Background: an optimization exercise with open tools, aiming at small area and a short achievable clock period. Do not read the settings as production practice.
Function was not checked in any run shown here: the RTL went through the layout flow alone.

## flow/design.v (module list and top-level ports; edited modules follow where they fit)
// module tv80_reg: 41 lines
// module tv80_alu: 356 lines
// module tv80_mcode: 2148 lines
// module tv80_core: 1284 lines
// module cpu_z80: 64 lines
module cpu_z80(
	input CLK,
	input nRESET,
	input wire [7:0] DATA_IN,
	output wire [7:0] DATA_OUT,
	output [15:0] ADDRESS,
	output reg nIORQ, nMREQ,
	output reg nRD, nWR,
	input nINT, nNMI
);
  // ...
==> flow/run.sh <==
#!/bin/bash
# synth_recipe.tcl (not shown) runs the flow's synth.tcl, then flattens the netlist and writes it again
# the make line also repeats each setting of config.mk as NAME=value (left out here)
make -C /OpenROAD-flow-scripts/flow DESIGN_CONFIG=/design/flow/config.mk WORK_HOME=/design/flow/orfs CLKGATE_MAP_FILE= SYNTH_SCRIPT=/design/flow/synth_recipe.tcl finish
==> flow/config.mk <==
export PLATFORM = sky130hd
export DESIGN_NAME = cpu_z80
export DESIGN_NICKNAME = cpu_z80
export VERILOG_FILES = /design/flow/design.v
export SDC_FILE = /design/flow/constraint.sdc
export NUM_CORES = 4
export LEC_CHECK = 0
export CAP_MARGIN = 30
export CORE_MARGIN = 2
export CORE_UTILIZATION = 40
export SLEW_MARGIN = 30
==> flow/constraint.sdc <==
create_clock -name core_clock -period 11.0 [get_ports {CLK}]
set_input_delay 2.2000 -clock core_clock [delete_from_list [all_inputs] [get_ports {CLK}]]
set_output_delay 2.2000 -clock core_clock [all_outputs]
set_load 0.01 [all_outputs]
==> flow_summary.json, run 1 <==
{
  "cts.clk_slew.worst_paths_ns": 0.06,
  "placeableCoreArea_mm2": 0.0865,
  "route.met3.wl_um": 21700,
  "muxShareOfSynthArea": 0.0872,
  "status": "no timing/DRC/antenna violations",
  "period_minus_slack_ns": 8.52,
  "biggestCellCategory": "multi-input combinational cells",
  "yosys_warnings": 5,
  "buffer_area_frac": 0.0379,
  "multi_input_gates": 3466,
  "nNonClkInverters": 108,
  "rsz0062_at_grt": "no",
  "worst-path-stages": 22,
  "seq_share": 0.300,
  "wl_per_cell_um": 33.1,
  "cp_data_arrival_time_ns": 8.85,
  "cts_resized": 0,
  "syn-num-nets": 4456,
  "cp-startpoint": "TV80.IR[4]",
  "grt_use_met2": 0.574,
  "wl_met2_um": 75200,
  "regMostFlops": "TV80.dec0_r",
  "yosys.area.top_type": "dfrtp_1",
  "layout_commonest_cell": "nand2_1",
  "synth_cells": 4338
}
==> module tv80_alu, before the edit <==
module tv80_alu ( 
  Q, F_Out, 
  Arith16, Z16, ALU_Op, IR, ISet, BusA, BusB, F_In
  );
  parameter		Mode   = 0;
  parameter		Flag_C = 0;
  parameter		Flag_N = 1;
  parameter		Flag_P = 2;
  parameter		Flag_X = 3;
  parameter		Flag_H = 4;
  parameter		Flag_Y = 5;
  parameter		Flag_Z = 6;
  parameter		Flag_S = 7;
  input 		Arith16;
  input 		Z16;
  input [3:0]           ALU_Op ;
  input [5:0]           IR;
  input [1:0]           ISet;
  input [7:0]           BusA;
  input [7:0]           BusB;
  input [7:0]           F_In;
  output [7:0]          Q;
  output [7:0]          F_Out;
  reg [7:0]             Q;
  reg [7:0]             F_Out;
  function [4:0] AddSub4;
    input [3:0] A;
    input [3:0] B;
    input Sub;
    input Carry_In;
    begin
      AddSub4 = { 1'b0, A } + { 1'b0, (Sub)?~B:B } + {4'h0,Carry_In};
    end
  endfunction  
  function [3:0] AddSub3;
    input [2:0] A;
    input [2:0] B;
    input Sub;
    input Carry_In;
    begin
      AddSub3 = { 1'b0, A } + { 1'b0, (Sub)?~B:B } + {3'h0,Carry_In};
    end
  endfunction  
  function [1:0] AddSub1;
    input A;
    input B;
    input Sub;
    input Carry_In;
    begin
      AddSub1 = { 1'b0, A } + { 1'b0, (Sub)?~B:B } + {1'h0,Carry_In};
    end
  endfunction  
  reg UseCarry;
  reg Carry7_v;
  reg OverFlow_v;
  reg HalfCarry_v;
  reg Carry_v;
  reg [7:0] Q_v;
  reg [7:0] BitMask;
  always @( ALU_Op or BusA or BusB or F_In or IR)
    begin
      case (IR[5:3])
        3'b000 : BitMask = 8'b00000001;
        3'b001 : BitMask = 8'b00000010;
        3'b010 : BitMask = 8'b00000100; 
        3'b011 : BitMask = 8'b00001000; 
        3'b100 : BitMask = 8'b00010000; 
        3'b101 : BitMask = 8'b00100000; 
        3'b110 : BitMask = 8'b01000000; 
        default: BitMask = 8'b10000000; 
      endcase  
      UseCarry = ~ ALU_Op[2] && ALU_Op[0];
      { HalfCarry_v, Q_v[3:0] } = AddSub4(BusA[3:0], BusB[3:0], ALU_Op[1], ALU_Op[1] ^ (UseCarry && F_In[Flag_C]) );
      { Carry7_v, Q_v[6:4]  } = AddSub3(BusA[6:4], BusB[6:4], ALU_Op[1], HalfCarry_v);
      { Carry_v, Q_v[7] } = AddSub1(BusA[7], BusB[7], ALU_Op[1], Carry7_v);
      OverFlow_v = Carry_v ^ Carry7_v;
    end  
  reg [7:0] Q_t;
  reg [8:0] DAA_Q;
  always @ ( ALU_Op or Arith16 or BitMask or BusA or BusB
	    or Carry_v or F_In or HalfCarry_v or IR or ISet
	    or OverFlow_v or Q_v or Z16)
    begin
      Q_t = 8'hxx;
      DAA_Q = {9{1'bx}};
      F_Out = F_In;
      case (ALU_Op)
	4'b0000, 4'b0001,  4'b0010, 4'b0011, 4'b0100, 4'b0101, 4'b0110, 4'b0111 :
          begin
	    F_Out[Flag_N] = 1'b0;
	    F_Out[Flag_C] = 1'b0;
	    case (ALU_Op[2:0])
	      3'b000, 3'b001 :  
                begin
		  Q_t = Q_v;
		  F_Out[Flag_C] = Carry_v;
		  F_Out[Flag_H] = HalfCarry_v;
		  F_Out[Flag_P] = OverFlow_v;
                end
	      3'b010, 3'b011, 3'b111 :  
                begin
		  Q_t = Q_v;
		  F_Out[Flag_N] = 1'b1;
		  F_Out[Flag_C] = ~ Carry_v;
		  F_Out[Flag_H] = ~ HalfCarry_v;
		  F_Out[Flag_P] = OverFlow_v;
                end
	      3'b100 :  
                begin
		  Q_t[7:0] = BusA & BusB;
		  F_Out[Flag_H] = 1'b1;
                end
	      3'b101 :  
                begin
		  Q_t[7:0] = BusA ^ BusB;
		  F_Out[Flag_H] = 1'b0;
                end
	      default :  
                begin
		  Q_t[7:0] = BusA | BusB;
		  F_Out[Flag_H] = 1'b0;
                end
	    endcase  
	    if (ALU_Op[2:0] == 3'b111 ) 
              begin  
		F_Out[Flag_X] = BusB[3];
		F_Out[Flag_Y] = BusB[5];
	      end 
            else 
              begin
		F_Out[Flag_X] = Q_t[3];
		F_Out[Flag_Y] = Q_t[5];
	      end
	    if (Q_t[7:0] == 8'b00000000 ) 
              begin
		F_Out[Flag_Z] = 1'b1;
		if (Z16 == 1'b1 ) 
                  begin
		    F_Out[Flag_Z] = F_In[Flag_Z];	 
		  end
	      end 
            else 
              begin
		F_Out[Flag_Z] = 1'b0;
	      end  
	    F_Out[Flag_S] = Q_t[7];
	    case (ALU_Op[2:0])
	      3'b000, 3'b001, 3'b010, 3'b011, 3'b111 :  
                ;
	      default :
	        F_Out[Flag_P] = ~(^Q_t);                    
	    endcase  
	    if (Arith16 == 1'b1 ) 
              begin
		F_Out[Flag_S] = F_In[Flag_S];
		F_Out[Flag_Z] = F_In[Flag_Z];
		F_Out[Flag_P] = F_In[Flag_P];
	      end
          end  
	4'b1100 :
          begin
	    F_Out[Flag_H] = F_In[Flag_H];
	    F_Out[Flag_C] = F_In[Flag_C];
	    DAA_Q[7:0] = BusA;
	    DAA_Q[8] = 1'b0;
	    if (F_In[Flag_N] == 1'b0 ) 
              begin
		if (DAA_Q[3:0] > 9 || F_In[Flag_H] == 1'b1 ) 
                  begin
		    if ((DAA_Q[3:0] > 9) ) 
                      begin
			F_Out[Flag_H] = 1'b1;
		      end 
                    else 
                      begin
			F_Out[Flag_H] = 1'b0;
		      end
		    DAA_Q = DAA_Q + 6;
		  end  
		if (DAA_Q[8:4] > 9 || F_In[Flag_C] == 1'b1 ) 
                  begin
		    DAA_Q = DAA_Q + 96;  
		  end
	      end 
            else 
              begin
		if (DAA_Q[3:0] > 9 || F_In[Flag_H] == 1'b1 ) 
                  begin
		    if (DAA_Q[3:0] > 5 ) 
                      begin
			F_Out[Flag_H] = 1'b0;
		      end
		    DAA_Q[7:0] = DAA_Q[7:0] - 6;
		  end
		if (BusA > 153 || F_In[Flag_C] == 1'b1 ) 
                  begin
		    DAA_Q = DAA_Q - 352;  
		  end
	      end  
	    F_Out[Flag_X] = DAA_Q[3];
	    F_Out[Flag_Y] = DAA_Q[5];
	    F_Out[Flag_C] = F_In[Flag_C] || DAA_Q[8];
	    Q_t = DAA_Q[7:0];
	    if (DAA_Q[7:0] == 8'b00000000 ) 
              begin
		F_Out[Flag_Z] = 1'b1;
	      end 
            else 
              begin
		F_Out[Flag_Z] = 1'b0;
	      end
	    F_Out[Flag_S] = DAA_Q[7];
	    F_Out[Flag_P] = ~ (^DAA_Q);
          end  
	4'b1101, 4'b1110 :
          begin
	    Q_t[7:4] = BusA[7:4];
	    if (ALU_Op[0] == 1'b1 ) 
              begin
		Q_t[3:0] = BusB[7:4];
	      end 
            else 
              begin
		Q_t[3:0] = BusB[3:0];
	      end
	    F_Out[Flag_H] = 1'b0;
	    F_Out[Flag_N] = 1'b0;
	    F_Out[Flag_X] = Q_t[3];
	    F_Out[Flag_Y] = Q_t[5];
	    if (Q_t[7:0] == 8'b00000000 ) 
              begin
		F_Out[Flag_Z] = 1'b1;
	      end 
            else 
              begin
		F_Out[Flag_Z] = 1'b0;
	      end
	    F_Out[Flag_S] = Q_t[7];
            F_Out[Flag_P] = ~(^Q_t);
          end  
	4'b1001 :
          begin
	    Q_t[7:0] = BusB & BitMask;
	    F_Out[Flag_S] = Q_t[7];
	    if (Q_t[7:0] == 8'b00000000 ) 
              begin
		F_Out[Flag_Z] = 1'b1;
		F_Out[Flag_P] = 1'b1;
	      end 
            else 
              begin
		F_Out[Flag_Z] = 1'b0;
		F_Out[Flag_P] = 1'b0;
	      end
	    F_Out[Flag_H] = 1'b1;
	    F_Out[Flag_N] = 1'b0;
	    F_Out[Flag_X] = 1'b0;
	    F_Out[Flag_Y] = 1'b0;
	    if (IR[2:0] != 3'b110 ) 
              begin
		F_Out[Flag_X] = BusB[3];
		F_Out[Flag_Y] = BusB[5];
	      end
          end  
	4'b1010 :
	  Q_t[7:0] = BusB | BitMask;
	4'b1011 :
	  Q_t[7:0] = BusB & ~ BitMask;
	4'b1000 :
          begin
	    case (IR[5:3])
	      3'b000 :  
                begin
		  Q_t[7:1] = BusA[6:0];
		  Q_t[0] = BusA[7];
		  F_Out[Flag_C] = BusA[7];
                end
	      3'b010 :  
                begin
		  Q_t[7:1] = BusA[6:0];
		  Q_t[0] = F_In[Flag_C];
		  F_Out[Flag_C] = BusA[7];
                end
	      3'b001 :  
                begin
		  Q_t[6:0] = BusA[7:1];
		  Q_t[7] = BusA[0];
		  F_Out[Flag_C] = BusA[0];
                end
	      3'b011 :  
                begin                        
		  Q_t[6:0] = BusA[7:1];
		  Q_t[7] = F_In[Flag_C];
		  F_Out[Flag_C] = BusA[0];
                end
	      3'b100 :  
                begin
		  Q_t[7:1] = BusA[6:0];
		  Q_t[0] = 1'b0;
		  F_Out[Flag_C] = BusA[7];
                end
	      3'b110 :  
                begin
		  if (Mode == 3 ) 
                    begin
		      Q_t[7:4] = BusA[3:0];
		      Q_t[3:0] = BusA[7:4];
		      F_Out[Flag_C] = 1'b0;                            
		    end 
                  else 
                    begin
		      Q_t[7:1] = BusA[6:0];
		      Q_t[0] = 1'b1;
		      F_Out[Flag_C] = BusA[7];
		    end  
                end  
	      3'b101 :  
                begin
		  Q_t[6:0] = BusA[7:1];
		  Q_t[7] = BusA[7];
		  F_Out[Flag_C] = BusA[0];
                end
	      default :  
                begin
		  Q_t[6:0] = BusA[7:1];
		  Q_t[7] = 1'b0;
		  F_Out[Flag_C] = BusA[0];
                end
	    endcase  
	    F_Out[Flag_H] = 1'b0;
	    F_Out[Flag_N] = 1'b0;
	    F_Out[Flag_X] = Q_t[3];
	    F_Out[Flag_Y] = Q_t[5];
	    F_Out[Flag_S] = Q_t[7];
	    if (Q_t[7:0] == 8'b00000000 ) 
              begin
		F_Out[Flag_Z] = 1'b1;
	      end 
            else 
              begin
		F_Out[Flag_Z] = 1'b0;
	      end
            F_Out[Flag_P] = ~(^Q_t);
	    if (ISet == 2'b00 ) 
              begin
		F_Out[Flag_P] = F_In[Flag_P];
		F_Out[Flag_S] = F_In[Flag_S];
		F_Out[Flag_Z] = F_In[Flag_Z];
	      end
          end  
	default :
	  ;
      endcase  
      Q = Q_t;
    end  
endmodule  
==> module tv80_core, before the edit <==
module tv80_core ( 
  m1_n, iorq, no_read, write, rfsh_n, halt_n, busak_n, A, dout, mc,
  ts, intcycle_n, IntE, stop,
  reset_n, clk, cen, wait_n, int_n, nmi_n, busrq_n, dinst, di
  );
  parameter Mode = 0;    
  parameter IOWait = 1;  
  parameter Flag_C = 0;
  parameter Flag_N = 1;
  parameter Flag_P = 2;
  parameter Flag_X = 3;
  parameter Flag_H = 4;
  parameter Flag_Y = 5;
  parameter Flag_Z = 6;
  parameter Flag_S = 7;
  input     reset_n;            
  input     clk;                
  input     cen;                
  input     wait_n;             
  input     int_n;              
  input     nmi_n;              
  input     busrq_n;            
  output    m1_n;               
  output    iorq;               
  output    no_read;            
  output    write;
  output    rfsh_n;
  output    halt_n;
  output    busak_n;
  output [15:0] A;
  input [7:0]   dinst;
  input [7:0]   di;
  output [7:0]  dout;
  output [6:0]  mc;
  output [6:0]  ts;
  output        intcycle_n;     
  output        IntE;           
  output        stop;           
  reg    m1_n;          
  reg    iorq; 
  reg    halt_n;                
  reg    busak_n;               
  reg [15:0] A; 
  reg [7:0]  dout;        
  reg [6:0]  mc;        
  reg [6:0]  ts;        
  reg   intcycle_n;     
  reg   IntE;           
  reg   stop;           
  parameter     aNone    = 3'b111;
  parameter     aBC      = 3'b000;
  parameter     aDE      = 3'b001;
  parameter     aXY      = 3'b010;
  parameter     aIOA     = 3'b100;
  parameter     aSP      = 3'b101;
  parameter     aZI      = 3'b110;
  reg [7:0]     ACC, F;
  reg [7:0]     Ap, Fp;
  reg [7:0]     I;
  reg [15:0]    SP, PC;
  reg [7:0]     RegDIH;
  reg [7:0]     RegDIL;
  wire [15:0]   RegBusA;
  wire [15:0]   RegBusB;
  wire [15:0]   RegBusC;
  reg [2:0]     RegAddrA_r;
  reg [2:0]     RegAddrA;
  reg [2:0]     RegAddrB_r;
  reg [2:0]     RegAddrB;
  reg [2:0]     RegAddrC;
  reg           RegWEH;
  reg           RegWEL;
  reg           Alternate;
  reg [15:0]    TmpAddr;         
  reg [7:0]     IR;              
  reg [1:0]     ISet;            
  reg [15:0]    RegBusA_r;
  reg [15:0]    ID16;
  reg [7:0]     Save_Mux;
  reg [6:0]     tstate;
  reg [6:0]     mcycle;
  reg           last_mcycle, last_tstate;
  reg           IntE_FF1;
  reg           IntE_FF2;
  reg           Halt_FF;
  reg           BusReq_s;
  reg           BusAck;
  reg           ClkEn;
  reg           NMI_s;
  reg           INT_s;
  reg [1:0]     IStatus;
  reg [7:0]     DI_Reg;
  reg           T_Res;
  reg [1:0]     XY_State;
  reg [2:0]     Pre_XY_F_M;
  reg           NextIs_XY_Fetch;
  reg           XY_Ind;
  reg           No_BTR;
  reg           BTR_r;
  reg           Auto_Wait;
  reg           Auto_Wait_t1;
  reg           Auto_Wait_t2;
  reg           IncDecZ;
  reg [7:0]     BusB;
  reg [7:0]     BusA;
  wire [7:0]    ALU_Q;
  wire [7:0]    F_Out;
  reg [4:0]     Read_To_Reg_r;
  reg           Arith16_r;
  reg           Z16_r;
  reg [3:0]     ALU_Op_r;
  reg           Save_ALU_r;
  reg           PreserveC_r;
  reg [2:0]     mcycles;
  wire [2:0]    mcycles_d;
  wire [2:0]    tstates;
  reg           IntCycle;
  reg           NMICycle;
  wire          Inc_PC;
  wire          Inc_WZ;
  wire [3:0]    IncDec_16;
  wire [1:0]    Prefix;
  wire          Read_To_Acc;
  wire          Read_To_Reg;
  wire [3:0]     Set_BusB_To;
  wire [3:0]     Set_BusA_To;
  wire [3:0]     ALU_Op;
  wire           Save_ALU;
  wire           PreserveC;
  wire           Arith16;
  wire [2:0]     Set_Addr_To;
  wire           Jump;
  wire           JumpE;
  wire           JumpXY;
  wire           Call;
  wire           RstP;
  wire           LDZ;
  wire           LDW;
  wire           LDSPHL;
  wire           iorq_i;
  wire [2:0]     Special_LD;
  wire           ExchangeDH;
  wire           ExchangeRp;
  wire           ExchangeAF;
  wire           ExchangeRS;
  wire           I_DJNZ;
  wire           I_CPL;
  wire           I_CCF;
  wire           I_SCF;
  wire           I_RETN;
  wire           I_BT;
  wire           I_BC;
  wire           I_BTR;
  wire           I_RLD;
  wire           I_RRD;
  wire           I_INRC;
  wire           SetDI;
  wire           SetEI;
  wire [1:0]     IMode;
  wire           Halt;
  reg [15:0]     PC16;
  reg [15:0]     PC16_B;
  reg [15:0]     SP16, SP16_A, SP16_B;
  reg [15:0]     ID16_B;
  reg            Oldnmi_n;
  tv80_alu #(Mode, Flag_C, Flag_N, Flag_P, Flag_X, Flag_H, Flag_Y, Flag_Z, Flag_S) i_alu
    (
     .Arith16              (Arith16_r),
     .Z16                  (Z16_r),
     .ALU_Op               (ALU_Op_r),
     .IR                   (IR[5:0]),
     .ISet                 (ISet),
     .BusA                 (BusA),
     .BusB                 (BusB),
     .F_In                 (F),
     .Q                    (ALU_Q),
     .F_Out                (F_Out)
     );
  function [6:0] number_to_bitvec;
    input [2:0] num;
    begin
      case (num)
        1 : number_to_bitvec = 7'b0000001;
        2 : number_to_bitvec = 7'b0000010;
        3 : number_to_bitvec = 7'b0000100;
        4 : number_to_bitvec = 7'b0001000;
        5 : number_to_bitvec = 7'b0010000;
        6 : number_to_bitvec = 7'b0100000;
        7 : number_to_bitvec = 7'b1000000;
        default : number_to_bitvec = 7'bx;
      endcase  
    end
  endfunction  
  function [2:0] mcyc_to_number;
    input [6:0] mcyc;
    begin
      casez (mcyc)
        7'b1zzzzzz : mcyc_to_number = 3'h7;
        7'b01zzzzz : mcyc_to_number = 3'h6;
        7'b001zzzz : mcyc_to_number = 3'h5;
        7'b0001zzz : mcyc_to_number = 3'h4;
        7'b00001zz : mcyc_to_number = 3'h3;
        7'b000001z : mcyc_to_number = 3'h2;
        7'b0000001 : mcyc_to_number = 3'h1;
        default : mcyc_to_number = 3'h1;
      endcase
    end
  endfunction
  reg [7:0]     IR_n;
  reg [1:0]     ISet_n;
  reg [6:0]     mcycle_n;
  reg           NMICycle_n, IntCycle_n;
  always @*
    begin
      IR_n = IR;
      ISet_n = ISet;
      if (ClkEn)
        begin
          if (mcycle[0] && (tstate[1] | tstate[2] | tstate[3]))
            begin
              if (tstate[2] && wait_n)
                begin
                  if (IntCycle && IStatus == 2'b01)
                    IR_n = 8'b11111111;
                  else if (Halt_FF || (IntCycle && IStatus == 2'b10) || NMICycle)
                    IR_n = 8'b00000000;
                  else
                    IR_n = dinst;
                  ISet_n = 2'b00;
                  if (Prefix != 2'b00 && Prefix != 2'b11)
                    ISet_n = Prefix;
                end
            end
          else
            begin
              if (mcycle[5] && Prefix == 2'b01)
                ISet_n = 2'b01;
              if (tstate[2] && wait_n && ISet == 2'b01 && mcycle[6])
                IR_n = dinst;
            end
        end
    end
  always @*
    begin
      mcycle_n = mcycle;
      NMICycle_n = NMICycle;
      IntCycle_n = IntCycle;
      if (cen && !(BusReq_s && BusAck) && !(tstate[2] && !wait_n) && T_Res && !BusReq_s)
        begin
          if (NextIs_XY_Fetch)
            mcycle_n = 7'b0100000;
          else if ((mcycle[6]) || (mcycle[5] && Mode == 1 && ISet != 2'b01))
            mcycle_n = number_to_bitvec(Pre_XY_F_M + 1);
          else if (last_mcycle || No_BTR || (mcycle[1] && I_DJNZ && IncDecZ))
            begin
              mcycle_n = 7'b0000001;
              IntCycle_n = 1'b0;
              NMICycle_n = 1'b0;
              if (NMI_s && Prefix == 2'b00)
                NMICycle_n = 1'b1;
              else if (IntE_FF1 && INT_s && Prefix == 2'b00 && !SetEI)
                IntCycle_n = 1'b1;
            end
          else
            mcycle_n = { mcycle[5:0], mcycle[6] };
        end
    end
  always @ (posedge clk or negedge reset_n)
    begin
      if (reset_n == 1'b0)
        begin
          IR <= 8'b00000000;
          ISet <= 2'b00;
          mcycle <= 7'b0000001;
          NMICycle <= 1'b0;
          IntCycle <= 1'b0;
        end
      else
        begin
          IR <= IR_n;
          ISet <= ISet_n;
          mcycle <= mcycle_n;
          NMICycle <= NMICycle_n;
          IntCycle <= IntCycle_n;
        end
    end
  wire [67:0]  dec0, dec1;
  reg  [67:0]  dec0_r, dec1_r;
  localparam [67:0] DEC_RST = 68'h30000001c00000018;
  always @ (posedge clk or negedge reset_n)
    begin
      if (reset_n == 1'b0)
        begin
          dec0_r <= DEC_RST;
          dec1_r <= DEC_RST;
        end
      else
        begin
          dec0_r <= dec0;
          dec1_r <= dec1;
        end
    end
  function cc_true;
    input [7:0] FF;
    input [2:0] c;
    begin
      case (c)
        3'b000  : cc_true = FF[6] == 1'b0;  
        3'b001  : cc_true = FF[6] == 1'b1;  
        3'b010  : cc_true = FF[0] == 1'b0;  
        3'b011  : cc_true = FF[0] == 1'b1;  
        3'b100  : cc_true = FF[2] == 1'b0;  
        3'b101  : cc_true = FF[2] == 1'b1;  
        3'b110  : cc_true = FF[7] == 1'b0;  
        default : cc_true = FF[7] == 1'b1;  
      endcase
    end
  endfunction
  wire cc_now = cc_true(F, { IR[5] & ~(IR[7:5] == 3'b001), IR[4:3] });
  wire [67:0]  dec = cc_now ? dec1_r : dec0_r;
  tv80_mcode #(Mode, Flag_C, Flag_N, Flag_P, Flag_X, Flag_H, Flag_Y, Flag_Z, Flag_S) i_mcode0
    (
     .IR(IR_n), .ISet(ISet_n), .MCycle(mcycle_n), .cc(1'b0), .NMICycle(NMICycle_n), .IntCycle(IntCycle_n),
     .MCycles(dec0[67:65]),
     .TStates(dec0[64:62]),
     .Prefix(dec0[61:60]),
     .Inc_PC(dec0[59:59]),
     .Inc_WZ(dec0[58:58]),
     .IncDec_16(dec0[57:54]),
     .Read_To_Acc(dec0[53:53]),
     .Read_To_Reg(dec0[52:52]),
     .Set_BusB_To(dec0[51:48]),
     .Set_BusA_To(dec0[47:44]),
     .ALU_Op(dec0[43:40]),
     .Save_ALU(dec0[39:39]),
     .PreserveC(dec0[38:38]),
     .Arith16(dec0[37:37]),
     .Set_Addr_To(dec0[36:34]),
     .IORQ(dec0[33:33]),
     .Jump(dec0[32:32]),
     .JumpE(dec0[31:31]),
     .JumpXY(dec0[30:30]),
     .Call(dec0[29:29]),
     .RstP(dec0[28:28]),
     .LDZ(dec0[27:27]),
     .LDW(dec0[26:26]),
     .LDSPHL(dec0[25:25]),
     .Special_LD(dec0[24:22]),
     .ExchangeDH(dec0[21:21]),
     .ExchangeRp(dec0[20:20]),
     .ExchangeAF(dec0[19:19]),
     .ExchangeRS(dec0[18:18]),
     .I_DJNZ(dec0[17:17]),
     .I_CPL(dec0[16:16]),
     .I_CCF(dec0[15:15]),
     .I_SCF(dec0[14:14]),
     .I_RETN(dec0[13:13]),
     .I_BT(dec0[12:12]),
     .I_BC(dec0[11:11]),
     .I_BTR(dec0[10:10]),
     .I_RLD(dec0[9:9]),
     .I_RRD(dec0[8:8]),
     .I_INRC(dec0[7:7]),
     .SetDI(dec0[6:6]),
     .SetEI(dec0[5:5]),
     .IMode(dec0[4:3]),
     .Halt(dec0[2:2]),
     .NoRead(dec0[1:1]),
     .Write(dec0[0:0])
    );
  tv80_mcode #(Mode, Flag_C, Flag_N, Flag_P, Flag_X, Flag_H, Flag_Y, Flag_Z, Flag_S) i_mcode1
    (
     .IR(IR_n), .ISet(ISet_n), .MCycle(mcycle_n), .cc(1'b1), .NMICycle(NMICycle_n), .IntCycle(IntCycle_n),
     .MCycles(dec1[67:65]),
     .TStates(dec1[64:62]),
     .Prefix(dec1[61:60]),
     .Inc_PC(dec1[59:59]),
     .Inc_WZ(dec1[58:58]),
     .IncDec_16(dec1[57:54]),
     .Read_To_Acc(dec1[53:53]),
     .Read_To_Reg(dec1[52:52]),
     .Set_BusB_To(dec1[51:48]),
     .Set_BusA_To(dec1[47:44]),
     .ALU_Op(dec1[43:40]),
     .Save_ALU(dec1[39:39]),
     .PreserveC(dec1[38:38]),
     .Arith16(dec1[37:37]),
     .Set_Addr_To(dec1[36:34]),
     .IORQ(dec1[33:33]),
     .Jump(dec1[32:32]),
     .JumpE(dec1[31:31]),
     .JumpXY(dec1[30:30]),
     .Call(dec1[29:29]),
     .RstP(dec1[28:28]),
     .LDZ(dec1[27:27]),
     .LDW(dec1[26:26]),
     .LDSPHL(dec1[25:25]),
     .Special_LD(dec1[24:22]),
     .ExchangeDH(dec1[21:21]),
     .ExchangeRp(dec1[20:20]),
     .ExchangeAF(dec1[19:19]),
     .ExchangeRS(dec1[18:18]),
     .I_DJNZ(dec1[17:17]),
     .I_CPL(dec1[16:16]),
     .I_CCF(dec1[15:15]),
     .I_SCF(dec1[14:14]),
     .I_RETN(dec1[13:13]),
     .I_BT(dec1[12:12]),
     .I_BC(dec1[11:11]),
     .I_BTR(dec1[10:10]),
     .I_RLD(dec1[9:9]),
     .I_RRD(dec1[8:8]),
     .I_INRC(dec1[7:7]),
     .SetDI(dec1[6:6]),
     .SetEI(dec1[5:5]),
     .IMode(dec1[4:3]),
     .Halt(dec1[2:2]),
     .NoRead(dec1[1:1]),
     .Write(dec1[0:0])
    );
  assign {mcycles_d, tstates, Prefix, Inc_PC, Inc_WZ, IncDec_16, Read_To_Acc, Read_To_Reg, Set_BusB_To, Set_BusA_To, ALU_Op, Save_ALU, PreserveC, Arith16, Set_Addr_To, iorq_i, Jump, JumpE, JumpXY, Call, RstP, LDZ, LDW, LDSPHL, Special_LD, ExchangeDH, ExchangeRp, ExchangeAF, ExchangeRS, I_DJNZ, I_CPL, I_CCF, I_SCF, I_RETN, I_BT, I_BC, I_BTR, I_RLD, I_RRD, I_INRC, SetDI, SetEI, IMode, Halt, no_read, write} = dec;
  always @( mcycle or mcycles or tstate or tstates)
    begin
      case (mcycles)
        1 : last_mcycle = mcycle[0];
        2 : last_mcycle = mcycle[1];
        3 : last_mcycle = mcycle[2];
        4 : last_mcycle = mcycle[3];
        5 : last_mcycle = mcycle[4];
        6 : last_mcycle = mcycle[5];
        7 : last_mcycle = mcycle[6];
        default : last_mcycle = 1'bx;
      endcase  
      case (tstates)
        0 : last_tstate = tstate[0];
        1 : last_tstate = tstate[1];
        2 : last_tstate = tstate[2];
        3 : last_tstate = tstate[3];
        4 : last_tstate = tstate[4];
        5 : last_tstate = tstate[5];
        6 : last_tstate = tstate[6];
        default : last_tstate = 1'bx;
      endcase
    end  
  always @( ALU_Q or BusAck or BusB or DI_Reg
	   or ExchangeRp or IR or Save_ALU_r or Set_Addr_To or XY_Ind
	   or XY_State or cen or last_tstate or mcycle)
    begin
      ClkEn = cen && ~ BusAck;
      if (last_tstate)
        T_Res = 1'b1;
      else T_Res = 1'b0;
      if (XY_State != 2'b00 && XY_Ind == 1'b0 &&
          ((Set_Addr_To == aXY) ||
           (mcycle[0] && IR == 8'b11001011) ||
           (mcycle[0] && IR == 8'b00110110)))
        NextIs_XY_Fetch = 1'b1;
      else 
        NextIs_XY_Fetch = 1'b0;
      if (ExchangeRp)
        Save_Mux = BusB;
      else if (!Save_ALU_r)
        Save_Mux = DI_Reg;
      else
        Save_Mux = ALU_Q;
    end  
  always @ (posedge clk or negedge reset_n)
    begin
      if (reset_n == 1'b0 ) 
        begin
          PC <= 0;   
          A <= 0;
          TmpAddr <= 0;
          XY_State <= 2'b00;
          IStatus <= 2'b00;
          mcycles <= 3'b000;
          dout <= 8'b00000000;
          ACC <= 8'hFF;
          F <= 8'hFF;
          Ap <= 8'hFF;
          Fp <= 8'hFF;
          I <= 0;
          SP <= 16'hFFFF;
          Alternate <= 1'b0;
          Read_To_Reg_r <= 5'b00000;
          Arith16_r <= 1'b0;
          BTR_r <= 1'b0;
          Z16_r <= 1'b0;
          ALU_Op_r <= 4'b0000;
          Save_ALU_r <= 1'b0;
          PreserveC_r <= 1'b0;
          XY_Ind <= 1'b0;
        end 
      else 
        begin
          if (ClkEn == 1'b1 ) 
            begin
              ALU_Op_r <= 4'b0000;
              Save_ALU_r <= 1'b0;
              Read_To_Reg_r <= 5'b00000;
              mcycles <= mcycles_d;
              if (IMode != 2'b11 ) 
                begin
                  IStatus <= IMode;
                end
              Arith16_r <= Arith16;
              PreserveC_r <= PreserveC;
              if (ISet == 2'b10 && ALU_Op[2] == 1'b0 && ALU_Op[0] == 1'b1 && mcycle[2] ) 
                begin
                  Z16_r <= 1'b1;
                end 
              else 
                begin
                  Z16_r <= 1'b0;
                end
              if (mcycle[0] && (tstate[1] | tstate[2] | tstate[3] )) 
                begin
                  if (tstate[2] && wait_n == 1'b1 ) 
                    begin
                      if (Jump == 1'b0 && Call == 1'b0 && NMICycle == 1'b0 && IntCycle == 1'b0 && ~ (Halt_FF == 1'b1 || Halt == 1'b1) ) 
                        begin
                          PC <= PC16;
                        end
                      if (IntCycle == 1'b1 && IStatus == 2'b01 ) 
                        begin
                        end 
                      else if (Halt_FF == 1'b1 || (IntCycle == 1'b1 && IStatus == 2'b10) || NMICycle == 1'b1 ) 
                        begin
			  TmpAddr[7:0] <= dinst;  
                        end 
                      if (Prefix != 2'b00 ) 
                        begin
                          if (Prefix == 2'b11 ) 
                            begin
                              if (IR[5] == 1'b1 ) 
                                begin
                                  XY_State <= 2'b10;
                                end 
                              else 
                                begin
                                  XY_State <= 2'b01;
                                end
                            end 
                          else 
                            begin
                              if (Prefix == 2'b10 ) 
                                begin
                                  XY_State <= 2'b00;
                                  XY_Ind <= 1'b0;
                                end
                            end
                        end 
                      else 
                        begin
                          XY_State <= 2'b00;
                          XY_Ind <= 1'b0;
                        end
                    end  
                end 
              else 
                begin
                  if (mcycle[5] ) 
                    begin
                      XY_Ind <= 1'b1;
                    end
                  if (T_Res == 1'b1 ) 
                    begin
                      BTR_r <= (I_BT || I_BC || I_BTR) && ~ No_BTR;
                      if (Jump == 1'b1 ) 
                        begin
                          A[15:8] <= DI_Reg;
                          A[7:0] <= TmpAddr[7:0];
                          PC[15:8] <= DI_Reg;
                          PC[7:0] <= TmpAddr[7:0];
                        end 
                      else if (JumpXY == 1'b1 ) 
                        begin
                          A <= RegBusC;
                          PC <= RegBusC;
                        end else if (Call == 1'b1 || RstP == 1'b1 ) 
                          begin
                            A <= TmpAddr;
                            PC <= TmpAddr;
                          end 
                        else if (last_mcycle && NMICycle == 1'b1 ) 
                          begin
                            A <= 16'b0000000001100110;
                            PC <= 16'b0000000001100110;
                          end 
                        else if (mcycle[2] && IntCycle == 1'b1 && IStatus == 2'b10 ) 
                          begin
                            A[15:8] <= I;
                            A[7:0] <= TmpAddr[7:0];
                            PC[15:8] <= I;
                            PC[7:0] <= TmpAddr[7:0];
                          end 
                        else 
                          begin
                            case (Set_Addr_To)
                              aXY :
                                begin
                                  if (XY_State == 2'b00 ) 
                                    begin
                                      A <= RegBusC;
                                    end 
                                  else 
                                    begin
                                      if (NextIs_XY_Fetch == 1'b1 )
                                        begin
                                          A <= PC;
                                        end 
                                      else 
                                        begin
                                          A <= TmpAddr;
                                        end
                                    end  
                                end  
                              aIOA :
                                begin
                                  if (Mode == 3 ) 
                                    begin
                                      A[15:8] <= 8'hFF;
                                    end 
                                  else if (Mode == 2 ) 
                                    begin
                                      A[15:8] <= DI_Reg;
                                    end 
                                  else 
                                    begin
                                      A[15:8] <= ACC;
                                    end
                                  A[7:0] <= DI_Reg;
                                end  
                              aSP :
                                begin
                                  A <= SP;
                                end
                              aBC :
                                begin
                                  if (Mode == 3 && iorq_i == 1'b1 ) 
                                    begin
                                      A[15:8] <= 8'hFF;
                                      A[7:0] <= RegBusC[7:0];
                                    end 
                                  else 
                                    begin
                                      A <= RegBusC;
                                    end
                                end  
                              aDE :
                                begin
                                  A <= RegBusC;
                                end
                              aZI :
                                begin                                  
                                  if (Inc_WZ == 1'b1 ) 
                                    begin
                                      A <= TmpAddr + 1;
                                    end 
                                  else 
                                    begin
                                      A[15:8] <= DI_Reg;
                                      A[7:0] <= TmpAddr[7:0];
                                    end
                                end  
                              default   :
                                begin                                    
                                  A <= PC;
                                end
                            endcase  
                          end  
                      Save_ALU_r <= Save_ALU;
                      ALU_Op_r <= ALU_Op;
                      if (I_CPL == 1'b1 ) 
                        begin
                          ACC <= ~ ACC;
                          F[Flag_Y] <= ~ ACC[5];
                          F[Flag_H] <= 1'b1;
                          F[Flag_X] <= ~ ACC[3];
                          F[Flag_N] <= 1'b1;
                        end
                      if (I_CCF == 1'b1 ) 
                        begin
                          F[Flag_C] <= ~ F[Flag_C];
                          F[Flag_Y] <= ACC[5];
                          F[Flag_H] <= F[Flag_C];
                          F[Flag_X] <= ACC[3];
                          F[Flag_N] <= 1'b0;
                        end
                      if (I_SCF == 1'b1 ) 
                        begin
                          F[Flag_C] <= 1'b1;
                          F[Flag_Y] <= ACC[5];
                          F[Flag_H] <= 1'b0;
                          F[Flag_X] <= ACC[3];
                          F[Flag_N] <= 1'b0;
                        end
                    end  
                  if (tstate[2] && wait_n == 1'b1 ) 
                    begin
                      if (JumpE == 1'b1 ) 
                        begin
                          PC <= PC16;
                        end 
                      else if (Inc_PC == 1'b1 ) 
                        begin
                          PC <= PC16;
                        end
                      if (BTR_r == 1'b1 ) 
                        begin
                          PC <= PC16;
                        end
                      if (RstP == 1'b1 ) 
                        begin
                          TmpAddr <= { 10'h0, IR[5:3], 3'h0 };
                        end
                    end
                  if (tstate[3] && mcycle[5] ) 
                    begin
                      TmpAddr <= SP16;
                    end
                  if ((tstate[2] && wait_n == 1'b1) || (tstate[4] && mcycle[0]) ) 
                    begin
                      if (IncDec_16[2:0] == 3'b111 ) 
                        begin
                          SP <= SP16;
                        end
                    end
                  if (LDSPHL == 1'b1 ) 
                    begin
                      SP <= RegBusC;
                    end
                  if (ExchangeAF == 1'b1 ) 
                    begin
                      Ap <= ACC;
                      ACC <= Ap;
                      Fp <= F;
                      F <= Fp;
                    end
                  if (ExchangeRS == 1'b1 ) 
                    begin
                      Alternate <= ~ Alternate;
                    end
                end  
              if (tstate[3] ) 
                begin
                  if (LDZ == 1'b1 ) 
                    begin
                      TmpAddr[7:0] <= DI_Reg;
                    end
                  if (LDW == 1'b1 ) 
                    begin
                      TmpAddr[15:8] <= DI_Reg;
                    end
                  if (Special_LD[2] == 1'b1 ) 
                    begin
                      case (Special_LD[1:0])
                        2'b00 :
                          begin
                            ACC <= I;
                            F[Flag_P] <= IntE_FF2;
			    F[Flag_Z] <= (I == 0);
			    F[Flag_S] <= I[7];
			    F[Flag_H] <= 0;
			    F[Flag_N] <= 0; 
                          end
                        2'b01 :
                          begin
                            ACC <= 0;
                            F[Flag_P] <= IntE_FF2;
			    F[Flag_Z] <= (I == 0);
			    F[Flag_S] <= I[7];
			    F[Flag_H] <= 0;
			    F[Flag_N] <= 0; 
                          end
                        2'b10 :
                          I <= ACC;
                        default : ;
                      endcase
                    end
                end  
              if ((I_DJNZ == 1'b0 && Save_ALU_r == 1'b1) || ALU_Op_r == 4'b1001 ) 
                begin
                  if (Mode == 3 ) 
                    begin
                      F[6] <= F_Out[6];
                      F[5] <= F_Out[5];
                      F[7] <= F_Out[7];
                      if (PreserveC_r == 1'b0 ) 
                        begin
                          F[4] <= F_Out[4];
                        end
                    end 
                  else 
                    begin
                      F[7:1] <= F_Out[7:1];
                      if (PreserveC_r == 1'b0 ) 
                        begin
                          F[Flag_C] <= F_Out[0];
                        end
                    end
                end  
              if (T_Res == 1'b1 && I_INRC == 1'b1 ) 
                begin
                  F[Flag_H] <= 1'b0;
                  F[Flag_N] <= 1'b0;
                  if (DI_Reg[7:0] == 8'b00000000 ) 
                    begin
                      F[Flag_Z] <= 1'b1;
                    end 
                  else 
                    begin
                      F[Flag_Z] <= 1'b0;
                    end
                  F[Flag_S] <= DI_Reg[7];
                  F[Flag_P] <= ~ (^DI_Reg[7:0]);
                end  
              if (tstate[1] && Auto_Wait_t1 == 1'b0 ) 
                begin
                  dout <= BusB;
                  if (I_RLD == 1'b1 ) 
                    begin
                      dout[3:0] <= BusA[3:0];
                      dout[7:4] <= BusB[3:0];
                    end
                  if (I_RRD == 1'b1 ) 
                    begin
                      dout[3:0] <= BusB[7:4];
                      dout[7:4] <= BusA[3:0];
                    end
                end
              if (T_Res == 1'b1 ) 
                begin
                  Read_To_Reg_r[3:0] <= Set_BusA_To;
                  Read_To_Reg_r[4] <= Read_To_Reg;
                  if (Read_To_Acc == 1'b1 ) 
                    begin
                      Read_To_Reg_r[3:0] <= 4'b0111;
                      Read_To_Reg_r[4] <= 1'b1;
                    end
                end
              if (tstate[1] && I_BT == 1'b1 ) 
                begin
                  F[Flag_X] <= ALU_Q[3];
                  F[Flag_Y] <= ALU_Q[1];
                  F[Flag_H] <= 1'b0;
                  F[Flag_N] <= 1'b0;
                end
              if (I_BC == 1'b1 || I_BT == 1'b1 ) 
                begin
                  F[Flag_P] <= IncDecZ;
                end
              if ((tstate[1] && Save_ALU_r == 1'b0 && Auto_Wait_t1 == 1'b0) ||
                  (Save_ALU_r == 1'b1 && ALU_Op_r != 4'b0111) ) 
                begin
                  case (Read_To_Reg_r)
                    5'b10111 :
                      ACC <= Save_Mux;
                    5'b10110 :
                      dout <= Save_Mux;
                    5'b11000 :
                      SP[7:0] <= Save_Mux;
                    5'b11001 :
                      SP[15:8] <= Save_Mux;
                    5'b11011 :
                      F <= Save_Mux;
                    default : ;
                  endcase
                end  
            end  
        end  
    end
  always @ (posedge clk)
    begin
      if (ClkEn == 1'b1 ) 
        begin
          RegAddrA_r <=  { Alternate, Set_BusA_To[2:1] };
          if (XY_Ind == 1'b0 && XY_State != 2'b00 && Set_BusA_To[2:1] == 2'b10 ) 
            begin
              RegAddrA_r <= { XY_State[1],  2'b11 };
            end
          RegAddrB_r <= { Alternate, Set_BusB_To[2:1] };
          if (XY_Ind == 1'b0 && XY_State != 2'b00 && Set_BusB_To[2:1] == 2'b10 ) 
            begin
              RegAddrB_r <= { XY_State[1],  2'b11 };
            end
          RegAddrC <= { Alternate,  Set_Addr_To[1:0] };
          if ((JumpXY == 1'b1 || LDSPHL == 1'b1) ) 
            begin
              RegAddrC <= { Alternate, 2'b10 };
            end
          if (((JumpXY == 1'b1 || LDSPHL == 1'b1) && XY_State != 2'b00) || (mcycle[5]) ) 
            begin
              RegAddrC <= { XY_State[1],  2'b11 };
            end
          if (I_DJNZ == 1'b1 && Save_ALU_r == 1'b1 && Mode < 2 ) 
            begin
              IncDecZ <= F_Out[Flag_Z];
            end
          if ((tstate[2] || (tstate[3] && mcycle[0])) && IncDec_16[2:0] == 3'b100 ) 
            begin
              if (ID16 == 0 ) 
                begin
                  IncDecZ <= 1'b0;
                end 
              else 
                begin
                  IncDecZ <= 1'b1;
                end
            end
          RegBusA_r <= RegBusA;
        end
    end  
  always @( Alternate or ExchangeDH or IncDec_16
	   or RegAddrA_r or RegAddrB_r or XY_State or mcycle or tstate)
    begin
      if ((tstate[2] || (tstate[3] && mcycle[0] && IncDec_16[2] == 1'b1)) && XY_State == 2'b00)
        RegAddrA = { Alternate, IncDec_16[1:0] };
      else if ((tstate[2] || (tstate[3] && mcycle[0] && IncDec_16[2] == 1'b1)) && IncDec_16[1:0] == 2'b10)
        RegAddrA = { XY_State[1], 2'b11 };
      else if (ExchangeDH == 1'b1 && tstate[3])
        RegAddrA = { Alternate, 2'b10 };
      else if (ExchangeDH == 1'b1 && tstate[4])
        RegAddrA = { Alternate, 2'b01 };
      else
        RegAddrA = RegAddrA_r;
      if (ExchangeDH == 1'b1 && tstate[3])
        RegAddrB = { Alternate, 2'b01 };
      else
        RegAddrB = RegAddrB_r;
    end  
  always @( ALU_Op_r or Auto_Wait_t1 or ExchangeDH
	   or IncDec_16 or Read_To_Reg_r or Save_ALU_r or mcycle
	   or tstate or wait_n)
    begin
      RegWEH = 1'b0;
      RegWEL = 1'b0;
      if ((tstate[1] && ~Save_ALU_r && ~Auto_Wait_t1) ||
          (Save_ALU_r && (ALU_Op_r != 4'b0111)) ) 
        begin
          case (Read_To_Reg_r)
            5'b10000 , 5'b10001 , 5'b10010 , 5'b10011 , 5'b10100 , 5'b10101 :
              begin
                RegWEH = ~ Read_To_Reg_r[0];
                RegWEL = Read_To_Reg_r[0];
              end  
            default : ;
          endcase  
        end  
      if (ExchangeDH && (tstate[3] || tstate[4]) ) 
        begin
          RegWEH = 1'b1;
          RegWEL = 1'b1;
        end
      if (IncDec_16[2] && ((tstate[2] && wait_n && ~mcycle[0]) || (tstate[3] && mcycle[0])) ) 
        begin
          case (IncDec_16[1:0])
            2'b00 , 2'b01 , 2'b10 :
              begin
                RegWEH = 1'b1;
                RegWEL = 1'b1;
              end  
            default : ;
          endcase
        end
    end  
  always @( ExchangeDH or ID16 or IncDec_16 or RegBusA_r
	   or RegBusB or Save_Mux or mcycle or tstate)
    begin
      RegDIH = Save_Mux;
      RegDIL = Save_Mux;
      if (ExchangeDH == 1'b1 && tstate[3] ) 
        begin
          RegDIH = RegBusB[15:8];
          RegDIL = RegBusB[7:0];
        end
      else if (ExchangeDH == 1'b1 && tstate[4] ) 
        begin
          RegDIH = RegBusA_r[15:8];
          RegDIL = RegBusA_r[7:0];
        end
      else if (IncDec_16[2] == 1'b1 && ((tstate[2] && ~mcycle[0]) || (tstate[3] && mcycle[0])) ) 
        begin
          RegDIH = ID16[15:8];
          RegDIL = ID16[7:0];
        end
    end
  tv80_reg i_reg
    (
     .clk                  (clk),
     .CEN                  (ClkEn),
     .WEH                  (RegWEH),
     .WEL                  (RegWEL),
     .AddrA                (RegAddrA),
     .AddrB                (RegAddrB),
     .AddrC                (RegAddrC),
     .DIH                  (RegDIH),
     .DIL                  (RegDIL),
     .DOAH                 (RegBusA[15:8]),
     .DOAL                 (RegBusA[7:0]),
     .DOBH                 (RegBusB[15:8]),
     .DOBL                 (RegBusB[7:0]),
     .DOCH                 (RegBusC[15:8]),
     .DOCL                 (RegBusC[7:0])
     );
  always @ (posedge clk)
    begin
      if (ClkEn == 1'b1 ) 
        begin
          case (Set_BusB_To)
            4'b0111 :
              BusB <= ACC;
            4'b0000 , 4'b0001 , 4'b0010 , 4'b0011 , 4'b0100 , 4'b0101 :
              begin
                if (Set_BusB_To[0] == 1'b1 ) 
                  begin
                    BusB <= RegBusB[7:0];
                  end 
                else 
                  begin
                    BusB <= RegBusB[15:8];
                  end
              end
            4'b0110 :
              BusB <= DI_Reg;
            4'b1000 :
              BusB <= SP[7:0];
            4'b1001 :
              BusB <= SP[15:8];
            4'b1010 :
              BusB <= 8'b00000001;
            4'b1011 :
              BusB <= F;
            4'b1100 :
              BusB <= PC[7:0];
            4'b1101 :
              BusB <= PC[15:8];
            4'b1110 :
              BusB <= 8'b00000000;
            default :
              BusB <= 8'h0;
          endcase
          case (Set_BusA_To)
            4'b0111 :
              BusA <= ACC;
            4'b0000 , 4'b0001 , 4'b0010 , 4'b0011 , 4'b0100 , 4'b0101 :
              begin
                if (Set_BusA_To[0] == 1'b1 )
                  begin
                    BusA <= RegBusA[7:0];
                  end 
                else 
                  begin
                    BusA <= RegBusA[15:8];
                  end
              end
            4'b0110 :
              BusA <= DI_Reg;
            4'b1000 :
              BusA <= SP[7:0];
            4'b1001 :
              BusA <= SP[15:8];
            4'b1010 :
              BusA <= 8'b00000000;
            default :
              BusA <=  8'h0;
          endcase
        end
    end
  assign rfsh_n = 1'b1;
  always @( BusAck or Halt_FF or I_DJNZ or IntCycle
	   or IntE_FF1 or di or iorq_i or mcycle or tstate)
    begin
      mc = mcycle;
      ts = tstate;
      DI_Reg = di;
      halt_n = ~ Halt_FF;
      busak_n = ~ BusAck;
      intcycle_n = ~ IntCycle;
      IntE = IntE_FF1;
      iorq = iorq_i;
      stop = I_DJNZ;
    end
  always @ (posedge clk or negedge reset_n)
    begin : sync_inputs
      if (~reset_n) 
        begin
          BusReq_s <= 1'b0;
          INT_s <= 1'b0;
          NMI_s <= 1'b0;
          Oldnmi_n <= 1'b0;
        end 
      else
        begin
          if (cen == 1'b1 ) 
            begin
              BusReq_s <= ~ busrq_n;
              INT_s <= ~ int_n;
              if (NMICycle == 1'b1 ) 
                begin
                  NMI_s <= 1'b0;
                end 
              else if (nmi_n == 1'b0 && Oldnmi_n == 1'b1 ) 
                begin
                  NMI_s <= 1'b1;
                end
              Oldnmi_n <= nmi_n;
            end
        end
    end
  always @ (posedge clk or negedge reset_n)
    begin
      if (reset_n == 1'b0 ) 
        begin
          tstate <= 7'b0000001;
          Pre_XY_F_M <= 3'b000;
          Halt_FF <= 1'b0;
          BusAck <= 1'b0;
          IntE_FF1 <= 1'b0;
          IntE_FF2 <= 1'b0;
          No_BTR <= 1'b0;
          Auto_Wait_t1 <= 1'b0;
          Auto_Wait_t2 <= 1'b0;
          m1_n <= 1'b1;
        end 
      else
        begin
          if (cen == 1'b1 ) 
            begin
              if (T_Res == 1'b1 ) 
                begin
                  Auto_Wait_t1 <= 1'b0;
                end 
              else 
                begin
		  Auto_Wait_t1 <= Auto_Wait || (iorq_i & ~Auto_Wait_t2);
                end
              Auto_Wait_t2 <= Auto_Wait_t1 & !T_Res;
              No_BTR <= (I_BT && (~ IR[4] || ~ F[Flag_P])) ||
                        (I_BC && (~ IR[4] || F[Flag_Z] || ~ F[Flag_P])) ||
                        (I_BTR && (~ IR[4] || F[Flag_Z]));
              if (tstate[2] ) 
                begin
                  if (SetEI == 1'b1 ) 
                    begin
                      if (!NMICycle)
                        IntE_FF1 <= 1'b1;
                      IntE_FF2 <= 1'b1;
                    end
                  if (I_RETN == 1'b1 ) 
                    begin
                      IntE_FF1 <= IntE_FF2;
                    end
                end
              if (tstate[3] ) 
                begin
                  if (SetDI == 1'b1 ) 
                    begin
                      IntE_FF1 <= 1'b0;
                      IntE_FF2 <= 1'b0;
                    end
                end
              if (IntCycle == 1'b1 || NMICycle == 1'b1 ) 
                begin
                  Halt_FF <= 1'b0;
                end
              if (mcycle[0] && tstate[2] && wait_n == 1'b1 ) 
                begin
                  m1_n <= 1'b1;
                end
              if (BusReq_s == 1'b1 && BusAck == 1'b1 ) 
                begin
                end 
              else 
                begin
                  BusAck <= 1'b0;
                  if (tstate[2] && wait_n == 1'b0 ) 
                    begin
                    end 
                  else if (T_Res == 1'b1 ) 
                    begin
                      if (Halt == 1'b1 ) 
                        begin
                          Halt_FF <= 1'b1;
                        end
                      if (BusReq_s == 1'b1 ) 
                        begin
                          BusAck <= 1'b1;
                        end 
                      else 
                        begin
                          tstate <= 7'b0000010;
                          if (NextIs_XY_Fetch == 1'b1 ) 
                            begin
                              Pre_XY_F_M <= mcyc_to_number(mcycle);
                              if (IR == 8'b00110110 && Mode == 0 ) 
                                begin
                                  Pre_XY_F_M <= 3'b010;
                                end
                            end 
                          else if ((mcycle[6]) || (mcycle[5] && Mode == 1 && ISet != 2'b01) ) 
                            begin
                            end 
                          else if ((last_mcycle) ||
                                   No_BTR == 1'b1 ||
                                   (mcycle[1] && I_DJNZ == 1'b1 && IncDecZ == 1'b1) ) 
                            begin
                              m1_n <= 1'b0;
                              if (NMI_s == 1'b1 && Prefix == 2'b00 ) 
                                begin
                                  IntE_FF1 <= 1'b0;
                                end 
                              else if ((IntE_FF1 == 1'b1 && INT_s == 1'b1) && Prefix == 2'b00 && SetEI == 1'b0 ) 
                                begin
                                  IntE_FF1 <= 1'b0;
                                  IntE_FF2 <= 1'b0;
                                end
                            end 
                        end
                    end 
                  else 
                    begin    
                      if ( ~(Auto_Wait == 1'b1 && Auto_Wait_t2 == 1'b0) &&
                           ~(IOWait == 1 && iorq_i == 1'b1 && Auto_Wait_t1 == 1'b0) ) 
                        begin
                          tstate <= { tstate[5:0], tstate[6] };
                        end
                    end
                end
              if (tstate[0]) 
                begin
                  m1_n <= 1'b0;
                end
            end
        end
    end
  always @( BTR_r or DI_Reg or IncDec_16 or JumpE or PC
	   or RegBusA or RegBusC or SP or tstate)
    begin
      if (JumpE == 1'b1 ) 
        begin
          PC16_B = { {8{DI_Reg[7]}}, DI_Reg };
        end 
      else if (BTR_r == 1'b1 ) 
        begin
          PC16_B = -2;
        end
      else
        begin
          PC16_B = 1;
        end
      if (tstate[3])
        begin
          SP16_A = RegBusC;
          SP16_B = { {8{DI_Reg[7]}}, DI_Reg };
        end
      else
        begin
          SP16_A = SP;
          if (IncDec_16[3] == 1'b1)
            SP16_B = -1;
          else
            SP16_B = 1;
        end
      if (IncDec_16[3])  
        ID16_B = -1;
      else
        ID16_B = 1;
      ID16 = RegBusA + ID16_B;
      PC16 = PC + PC16_B;
      SP16 = SP16_A + SP16_B;
    end  
  always @( IntCycle or NMICycle or mcycle)
    begin
      Auto_Wait = 1'b0;
      if (IntCycle == 1'b1 || NMICycle == 1'b1 ) 
        begin
          if (mcycle[0] ) 
            begin
              Auto_Wait = 1'b1;
            end
        end
    end  
endmodule  
==> run 2: changes to the inputs <==
--- a/flow/design.v
+++ b/flow/design.v
@@ -99,2 +99,4 @@
   reg [7:0] Q_v;
+  reg [7:0] BusB_x;
+  reg [8:0] Sum_v;
   reg [7:0] BitMask;
@@ -113,5 +115,8 @@
       UseCarry = ~ ALU_Op[2] && ALU_Op[0];
-      { HalfCarry_v, Q_v[3:0] } = AddSub4(BusA[3:0], BusB[3:0], ALU_Op[1], ALU_Op[1] ^ (UseCarry && F_In[Flag_C]) );
-      { Carry7_v, Q_v[6:4]  } = AddSub3(BusA[6:4], BusB[6:4], ALU_Op[1], HalfCarry_v);
-      { Carry_v, Q_v[7] } = AddSub1(BusA[7], BusB[7], ALU_Op[1], Carry7_v);
+      BusB_x = ALU_Op[1] ? ~BusB : BusB;
+      Sum_v = { 1'b0, BusA } + { 1'b0, BusB_x } + { 8'h00, ALU_Op[1] ^ (UseCarry && F_In[Flag_C]) };
+      Q_v = Sum_v[7:0];
+      Carry_v = Sum_v[8];
+      HalfCarry_v = Sum_v[4] ^ BusA[4] ^ BusB_x[4];
+      Carry7_v = Sum_v[7] ^ BusA[7] ^ BusB_x[7];
       OverFlow_v = Carry_v ^ Carry7_v;
@@ -2706,5 +2711,3 @@
   reg [15:0]     PC16;
-  reg [15:0]     PC16_B;
-  reg [15:0]     SP16, SP16_A, SP16_B;
-  reg [15:0]     ID16_B;
+  reg [15:0]     SP16, SP16_A;
   reg            Oldnmi_n;
@@ -3202,3 +3205,3 @@
                                     begin
-                                      A <= TmpAddr + 1;
+                                      A <= incdec16(TmpAddr, 1'b0);
                                     end 
@@ -3781,12 +3784,43 @@
     end
-  always @( BTR_r or DI_Reg or IncDec_16 or JumpE or PC
-	   or RegBusA or RegBusC or SP or tstate)
+  function [7:0] adj8;
+    input [7:0] x;
+    input       c;
+    input       s;
+    reg [7:0]   t, m;
+    integer     i;
+    begin
+      t = s ? ~x : x;
+      m[0] = 1'b1;
+      for (i = 1; i < 8; i = i + 1)
+        m[i] = m[i-1] & t[i-1];
+      adj8 = (c ^ s) ? (x ^ m) : x;
+    end
+  endfunction
+  function [15:0] incdec16;
+    input [15:0] x;
+    input        d;
+    reg [15:0]   t, m;
+    integer      i;
+    begin
+      t = d ? ~x : x;
+      m[0] = 1'b1;
+      for (i = 1; i < 16; i = i + 1)
+        m[i] = m[i-1] & t[i-1];
+      incdec16 = x ^ m;
+    end
+  endfunction
+  reg [7:0] PC16_BL, SP16_BL;
+  reg       PC16_S, SP16_S;
+  reg [8:0] PC16_L, SP16_L;
+  always @*
     begin
-      if (JumpE == 1'b1 ) 
+      if (JumpE == 1'b1 )
         begin
-          PC16_B = { {8{DI_Reg[7]}}, DI_Reg };
-        end 
-      else if (BTR_r == 1'b1 ) 
+          PC16_BL = DI_Reg;
+          PC16_S = DI_Reg[7];
+        end
+      else if (BTR_r == 1'b1 )
         begin
-          PC16_B = -2;
+          PC16_BL = 8'hFE;
+          PC16_S = 1'b1;
         end
@@ -3794,3 +3828,4 @@
         begin
-          PC16_B = 1;
+          PC16_BL = 8'h01;
+          PC16_S = 1'b0;
         end
@@ -3799,3 +3834,4 @@
           SP16_A = RegBusC;
-          SP16_B = { {8{DI_Reg[7]}}, DI_Reg };
+          SP16_BL = DI_Reg;
+          SP16_S = DI_Reg[7];
         end
@@ -3804,15 +3840,11 @@
           SP16_A = SP;
-          if (IncDec_16[3] == 1'b1)
-            SP16_B = -1;
-          else
-            SP16_B = 1;
+          SP16_BL = IncDec_16[3] ? 8'hFF : 8'h01;
+          SP16_S = IncDec_16[3];
         end
-      if (IncDec_16[3])  
-        ID16_B = -1;
-      else
-        ID16_B = 1;
-      ID16 = RegBusA + ID16_B;
-      PC16 = PC + PC16_B;
-      SP16 = SP16_A + SP16_B;
-    end  
+      ID16 = incdec16(RegBusA, IncDec_16[3]);
+      PC16_L = PC[7:0] + PC16_BL;
+      PC16 = { adj8(PC[15:8], PC16_L[8], PC16_S), PC16_L[7:0] };
+      SP16_L = SP16_A[7:0] + SP16_BL;
+      SP16 = { adj8(SP16_A[15:8], SP16_L[8], SP16_S), SP16_L[7:0] };
+    end
   always @( IntCycle or NMICycle or mcycle)
--- a/flow/config.mk
+++ b/flow/config.mk
@@ -10,2 +10,3 @@
 export CORE_UTILIZATION = 40
+export SETUP_SLACK_MARGIN = 5
 export SLEW_MARGIN = 30
==> flow_summary.json, run 2 <==
{
  "status": "no timing/DRC/antenna violations",
  "yosys.area.top_type": "dfrtp_1",
  "chipWidth_um": 305,
  "fin_tns_setup_ns": 0,
  "dp.cells": 5511,
  "hold_path_depth": 2,
  "track_usage": 0.406,
  "layout_common_cells": "547 x nand2_1, 399 x nor2_1, 374 x a21oi_1, 311 x o21ai_0, 203 x buf_4",
  "tritoncts": "built",
  "critPathLaunchType": "primary input",
  "yosys_warnings": 5,
  "ys_seq_elements": 441,
  "routabilityCongestion": 1.11,
  "cts_made_buffers": 53,
  "crit_path_end_kind": "register",
  "synth_cell_types": 115,
  "cts.clk_slew.worst_paths_ns": 0.06,
  "antenna_found_initial": 7,
  "final_layout_size_suffix_gt1_frac": 0.150,
  "grt_pass1_wl_um": 277000,
  "wl_per_cell_um": 34.6,
  "htreeDepth": 2,
  "viasPerCell": 7.09,
  "avgSynthCellArea_um2": 8.11,
  "finalHoldWorstSlack_ns": 0.458,
  "hold_class": "register to register",
  "yosysSeqAreaShare": 0.317,
  "layout_commonest_cell": "nand2_1",
  "clockRootBuffer": "clkbuf_16",
  "hold_buffers": 0,
  "grt_overflow": 0,
  "clk_latency_ns": 0.64,
  "hold_viol": 0,
  "postRouteAntennaNets": 0,
  "synth.most_common_cell": "nand2_1",
  "portBuffers": 39,
  "cts.sinks": 441,
  "route.detailed.drc": 0,
  "synth_common_cells": "554 x nand2_1, 422 x nor2_1, 386 x a21oi_1",
  "max_freq_mhz": 163,
  "relSlewSlack": 0.167,
  "cp_data_arrival_time_ns": 6.63,
  "firstDrtPassIters": 7,
  "rsz0062_at_grt": "yes",
  "routed_wl_um": 196000,
  "maxCapViolCount": 0,
  "top_regs": "TV80.dec0_r (68), TV80.i_reg.RegsH (64), TV80.i_reg.RegsL (64)",
  "fin_util": 0.459,
  "die_h_um": 305,
  "r2r_cells": 16,
  "grt_pass1_vias": 37500,
  "io_pins": 40,
  "clock_path_buffers": 3,
  "die-area_mm2": 0.0930,
  "synth.area.top_cells": "dfrtp_1 14%, edfxtp_1 11%, nand2_1 5.7%",
  "drt-initial-drc-count": 6510,
  "crit_fanout": 7,
  "vias": 40200,
  "setup_viol": 0,
  "critPathKind": "primary input to register",
  "nets": 4544,
  "final_cells": 5667,
  "synth_top_area_frac": 0.136,
  "tightest_slew_ns": 1.21,
  "synth_cells": 4472,
  "syn-num-nets": 4572,
  "finClkSkew_ns": 0.0224,
  "maxSlewViolCount": 0,
  "synth-edff-count": 129,
  "period_minus_slack_ns": 6.12,
  "cp_data_required_time_ns": 11.52,
  "regMostFlops": "TV80.dec0_r",
  "async_reset_ff_frac": 0.587,
  "period_share": 0.556,
  "rows": 110,
  "ys.flop_type": "dfrtp_1",
  "dp_hpwl_um": 142000,
  "largest_reg_flops": 68,
  "grt_max_degree": 160,
  "synth_area_mm2": 0.0362,
  "placeableCoreArea_mm2": 0.0899,
  "initial_core_util": 0.403,
  "area_growth_pct": 13.8
}
[run 2: path summary, 6_finish.rpt]
path | startpoint | slack (ns) | endpoint
max | DATA_IN[3] | 4.88 | TV80.dec0_r[28]
min | TV80.Fp[7] | 0.46 | TV80.Fp[7]
max reg2reg | TV80.IR[4] | 5.02 | TV80.dec0_r[11]
min reg2reg | TV80.Fp[7] | 0.46 | TV80.Fp[7]
max in group asynchronous | nRESET | 7.85 | TV80.F[4]
min in group asynchronous | nRESET | 1.46 | TV80.IR[1]
[run 2: routing by layer]
layer | wire length, um | up-vias | global-route usage
met5 | 73 | - | 0
met4 | 17800 | 10 | 0.303
met3 | 23700 | 855 | 0.104
met2 | 80400 | 3103 | 0.585
met1 | 74100 | 19400 | 0.523
li1 | - | 16800 | -
[run 2: cell type report]
| cell class | count | area (um^2) |
|---|---|---|
| tap | 1176 | 1470 |
| clock inverter | 27 | 293 |
| antenna | 2 | 5.00 |
| inverter | 122 | 477 |
| multi-input combinational | 3563 | 23700 |
| fill | 8883 | 48600 |
| sequential | 441 | 11500 |
| clock buffer | 73 | 1550 |
| timing repair buffer | 263 | 2280 |
[run 2: worst max-delay path, stage by stage]
cell and delay [ns]:
clkdlybuf4s50_1 0.53, inv_1 0.12, mux2i_1 0.39, nor3_1 0.11, a31oi_1 0.58, or2_2 0.41
o21ai_0 0.17, o21ai_0 0.28, nand2_1 0.19, nand4b_1 0.27, nor3_1 0.67, nand4_1 0.38
nor4_1 0.34
[run 2: per-stage QoR]
step	instance area [um^2]	worst slack [ns]
after floorplan	36200	5.25
after global placement	38100	3.12
after detailed placement	38100	3.03
after CTS	40500	4.93
after global routing	41300	4.92
final	41300	4.88
[run 2: timing repair]
item,4_1_cts,5_1_grt
buffers inserted,28,20
resized for setup,69,90
pin swaps,11,7
cloned,0,2
hold endpoints to repair,0,0
endpoints found under the setup margin,179,155
[run 2: logic make-up (layout without fill, tap and decap cells)]
group / Yosys count / in the layout / share of synthesized area
buffers and inverters: 469 / 485 / 0.0525
XOR/XNOR: 94 / 94 / 0.0237
flip-flops: 441 / 441 / 0.317
multiplexers: 241 / 241 / 0.0872
AND/OR/NAND/NOR: 1540 / 1540 / 0.195
adder cells (fa/ha/maj): 88 / 88 / 0.0312
other: 0 / 2 / 0
AO/OA/AOI/OAI: 1599 / 1600 / 0.293

==> separate check: timing with driven ports <==
No port has a modelled driver above. Below, the same layouts with a new extraction and two added sets of constraints.
Step 1, drivers: a clkbuf_16 drives CLK and a buf_2 each remaining input, both assumed.
Step 2 adds t to the input delays and takes it off the output delays; t is the mean of the earliest and latest rising clock arrival at the registers after step 1. Input paths then give back, and output paths get back, about the clock's delay inside the block.
Slacks: ideal ports / drivers / drivers and shift; pairs: ideal ports / drivers.
run	t (ns)	setup slack, ns	worst hold slack (ns)	worst slew at a driven data input, ns
run 1	0.697	2.483 / 2.483 / 2.483	0.357 / 0.357 / 0.357	0.05
run 2	0.704	4.882 / 4.929 / 4.225	0.458 / 0.458 / 0.458	0.05
After both steps setup and hold are still met in every run listed. The setup slack of run 2, which loses most, moves by +0.047 ns with the drivers and by -0.657 ns with both steps.
